This is an optimization exercise on Yosys and OpenROAD, whose aim is small area and a short achievable clock period, not a production implementation.
The RTL was checked by simulation tests, not by an equivalence proof against the original design.
No activity file was given, so power comes from the tool's default toggle rates.

==> garnet: inputs <==
// STDPmodel_4PWL
module STDPmodel_4PWL
(reset, clk, A_pre, A_post, start_replay_phase, W_previous, W_new);
Settings: LEC_CHECK=0, CAP_MARGIN=20, CORE_MARGIN=2, CORE_UTILIZATION=40, CTS_BUF_LIST=sky130_fd_sc_hd__clkbuf_8, CTS_CLUSTER_SIZE=30, SETUP_SLACK_MARGIN=4, SLEW_MARGIN=20; clock period 7.5 ns.
run.sh (not shown) runs the stock make flow with config.mk's settings and CLKGATE_MAP_FILE= SYNTH_SCRIPT=/design/flow/synth_recipe.tcl, a recipe that flattens the netlist after the stock synthesis.
==> tundra (differences from garnet) <==
--- a/flow/design.v
+++ b/flow/design.v
@@ -95,21 +95,21 @@
 	always @(posedge clk)
 	  base_x <= base_d ^ {32{sgn2}};
 	wire [3:0]  codeT = {d2, abs_dc};
 	always @(posedge clk) sgn2 <= d2;
 	wire [31:0] ws = Ws_q1;
-	reg [6:0] seg;
+	reg [42:0] kc;
 	always @(posedge clk)
 	  case (codeT)
-	    4'b1001: seg <= 7'b0000001;
-	    4'b1010: seg <= 7'b0000010;
-	    4'b1011: seg <= 7'b0000100;
-	    4'b1100: seg <= 7'b0001000;
-	    4'b0001: seg <= 7'b0010000;
-	    4'b0010: seg <= 7'b0100000;
-	    4'b0011: seg <= 7'b1000000;
-	    default: seg <= 7'b0;
+	    4'b1001: kc <= 43'b1100110010111011101001010011010110111000110;
+	    4'b1010: kc <= 43'b1001100101010101111011100010001111011000110;
+	    4'b1011: kc <= 43'b0110100011100001111011000000111100011000110;
+	    4'b1100: kc <= 43'b1111011110001101110000111011100101110011000;
+	    4'b0001: kc <= 43'b1110100101011011000001111000111100010101011;
+	    4'b0010: kc <= 43'b1101011110000001010010011101001111001110011;
+	    4'b0011: kc <= 43'b1111001011011000111101010011010110101000011;
+	    default: kc <= 43'b0;
 	  endcase
 	wire z5_6_1 = (ws[5] & ~ws[6]);
 	wire z5_6_2 = (~ws[5] & ws[6]);
 	wire z5_6_3 = (ws[5] & ws[6]);
 	wire z7_8_1 = (ws[7] & ~ws[8]);
@@ -152,53 +152,53 @@
 	wire z27_28_3 = (ws[27] & ws[28]);
 	wire z29_30_1 = (ws[29] & ~ws[30]);
 	wire z29_30_2 = (~ws[29] & ws[30]);
 	wire z29_30_3 = (ws[29] & ws[30]);
 	wire z31_1 = ws[31];
-	wire k0 = seg[4] | seg[5] | seg[6];
-	wire k1 = seg[0] | seg[1] | seg[2] | seg[4] | seg[5] | seg[6];
-	wire k2 = seg[0] | seg[1] | seg[2];
-	wire k3 = seg[3] | seg[4];
-	wire k4 = seg[3] | seg[5];
-	wire k5 = seg[4] | seg[5];
-	wire k6 = seg[0] | seg[1] | seg[2] | seg[5] | seg[6];
-	wire k7 = seg[0] | seg[1] | seg[2] | seg[3] | seg[4];
-	wire k8 = seg[0] | seg[3] | seg[6];
-	wire k9 = seg[1] | seg[3] | seg[5];
-	wire k10 = seg[0] | seg[1] | seg[5] | seg[6];
-	wire k11 = seg[0] | seg[1] | seg[2] | seg[3] | seg[4] | seg[5] | seg[6];
-	wire k12 = seg[1] | seg[2] | seg[4] | seg[5];
-	wire k13 = seg[0] | seg[2] | seg[4] | seg[6];
-	wire k14 = seg[2] | seg[3] | seg[4];
-	wire k15 = seg[0] | seg[3] | seg[5] | seg[6];
-	wire k16 = seg[0] | seg[1] | seg[3] | seg[6];
-	wire k17 = seg[5];
-	wire k18 = seg[3] | seg[4] | seg[5];
-	wire k19 = seg[0] | seg[3] | seg[4] | seg[5] | seg[6];
-	wire k20 = seg[1] | seg[3] | seg[4];
-	wire k21 = seg[0] | seg[1] | seg[2] | seg[4] | seg[6];
-	wire k22 = seg[1] | seg[2] | seg[5];
-	wire k23 = seg[6];
-	wire k24 = seg[0] | seg[1] | seg[2] | seg[6];
-	wire k25 = seg[1] | seg[2] | seg[3] | seg[5] | seg[6];
-	wire k26 = seg[0] | seg[1] | seg[2] | seg[3] | seg[6];
-	wire k27 = seg[0] | seg[1] | seg[2] | seg[3] | seg[4] | seg[5];
-	wire k28 = seg[0] | seg[4];
-	wire k29 = seg[1] | seg[3];
-	wire k30 = seg[0] | seg[3] | seg[4] | seg[6];
-	wire k31 = seg[0] | seg[1] | seg[4] | seg[6];
-	wire k32 = seg[0] | seg[2];
-	wire k33 = seg[1] | seg[2] | seg[4] | seg[6];
-	wire k34 = seg[0] | seg[2] | seg[3] | seg[5] | seg[6];
-	wire k35 = seg[1] | seg[3] | seg[4] | seg[5];
-	wire k36 = seg[3] | seg[5] | seg[6];
-	wire k37 = seg[0] | seg[3] | seg[5];
-	wire k38 = seg[0] | seg[1] | seg[2] | seg[4];
-	wire k39 = seg[1] | seg[3] | seg[5] | seg[6];
-	wire k40 = seg[2] | seg[3] | seg[4] | seg[6];
-	wire k41 = seg[0] | seg[2] | seg[3] | seg[4] | seg[5] | seg[6];
-	wire k42 = seg[0] | seg[1] | seg[3] | seg[4] | seg[5] | seg[6];
+	wire k0 = kc[0];
+	wire k1 = kc[1];
+	wire k2 = kc[2];
+	wire k3 = kc[3];
+	wire k4 = kc[4];
+	wire k5 = kc[5];
+	wire k6 = kc[6];
+	wire k7 = kc[7];
+	wire k8 = kc[8];
+	wire k9 = kc[9];
+	wire k10 = kc[10];
+	wire k11 = kc[11];
+	wire k12 = kc[12];
+	wire k13 = kc[13];
+	wire k14 = kc[14];
+	wire k15 = kc[15];
+	wire k16 = kc[16];
+	wire k17 = kc[17];
+	wire k18 = kc[18];
+	wire k19 = kc[19];
+	wire k20 = kc[20];
+	wire k21 = kc[21];
+	wire k22 = kc[22];
+	wire k23 = kc[23];
+	wire k24 = kc[24];
+	wire k25 = kc[25];
+	wire k26 = kc[26];
+	wire k27 = kc[27];
+	wire k28 = kc[28];
+	wire k29 = kc[29];
+	wire k30 = kc[30];
+	wire k31 = kc[31];
+	wire k32 = kc[32];
+	wire k33 = kc[33];
+	wire k34 = kc[34];
+	wire k35 = kc[35];
+	wire k36 = kc[36];
+	wire k37 = kc[37];
+	wire k38 = kc[38];
+	wire k39 = kc[39];
+	wire k40 = kc[40];
+	wire k41 = kc[41];
+	wire k42 = kc[42];
 	wire pp5_6_0 = (z5_6_1 & k0) | (z5_6_2 & k1) | (z5_6_3 & k2);
 	wire pp5_6_1 = (z5_6_2 & k0);
 	wire pp5_6_2 = (z5_6_3 & k0);
 	wire pp7_8_0 = (z7_8_1 & k3) | (z7_8_2 & k4) | (z7_8_3 & k5);
 	wire pp7_8_1 = (z7_8_1 & k1) | (z7_8_2 & k3) | (z7_8_3 & k6);
SETUP_SLACK_MARGIN = 4.2   (was 4)
==> comparison <==
- Against garnet, the critical path depth of tundra is lower by 2.
- First-iteration DRC count: garnet is higher than tundra (40%).
- In tundra the power is larger than in garnet, by about 4%.
- Against garnet, the count of clock-buffer cells in the layout of tundra is higher by 11.
- Of tundra and garnet, tundra has the higher fmax (gap 7.2%, measured against garnet).
- In garnet the design area is smaller than in tundra, by 4.7%.
- In garnet the non-clock buffer count is lower than in tundra, by 8.
- Global-route usage: tundra is lower than garnet (2.8 points).
- Between garnet and tundra, the lower combinational power is in tundra (gap about 3%, measured against tundra).
- In garnet the die area is smaller than in tundra, by 4.8%.
==> figures <==
| metric | garnet | tundra |
|---|---|---|
| Worst clock skew on the final layout | 0.03699 ns | 0.04074 ns |
| Width of the die | 204.6 µm | 209.7 µm |
| Nets@finish | 2075 | 2025 |
| End of the worst hold path | AdaptW_4 | AdaptW_3 |
| Average routed wire per standard cell | 20.32 µm | 19.16 µm |
| Avg Vias per Cell | 5.755 | 5.399 |
| Number of cells in the finished layout apart from fillers | 2436 | 2402 |
| Internal power | 4.926 mW | 5.529 mW |
| Switching Share | 0.4808 | 0.4389 |
| Capture point of the critical path | P3a[15] | P3a[7] |
| Required time worst endpoint | 7.92 ns | 7.98 ns |
| CP startpoint | seg[0] | Ws_q1[20] |
| Outcome | timing/DRC/antenna clean | timing/DRC/antenna clean |
| Area overhead of the layout relative to synthesis | 16.10% | 15.90% |
| Worst IR drop on VDD | 0.4243 mV | 0.2440 mV |
| Multi-input gate count | 1355 | 1259 |
| Flop-to-flop setup slack | 3.99 ns | 4.23 ns |
| Flip-flop and latch count | 240 | 276 |
| Clock period minus final worst setup slack | 3.508 ns | 3.273 ns |
| Post-Synthesis Cells | 1841 | 1777 |
| Sequential Power Share | 0.239 | 0.267 |
| Area enclosed by the die boundary | 41870 µm² | 43970 µm² |

==> what the ideal ports hide <==
The flow's constraints put no driver on any port. The routed layouts listed below were extracted and timed again, unchanged, in two steps.
Step 1, drivers: a clkbuf_16 drives clk and a buf_2 each remaining input, both assumed.
Step 2 times the ports against the registers' clock, not the clock port: input delays grow and output delays shrink by t, the midpoint of the rising clock arrivals with the driver on.
a / b / c = ideal ports / drivers / drivers and shift; a / b = the first two.
run	t (ns)	setup WS [ns]	cell pins on the clock port's net
garnet	0.605	3.992 / 3.992 / 3.526	1
tundra	0.645	4.227 / 4.227 / 3.672	1
After both steps setup and hold are still met in every run listed. The setup slack of tundra, which loses most, moves by 0.000 ns with the drivers and by -0.555 ns with both steps.
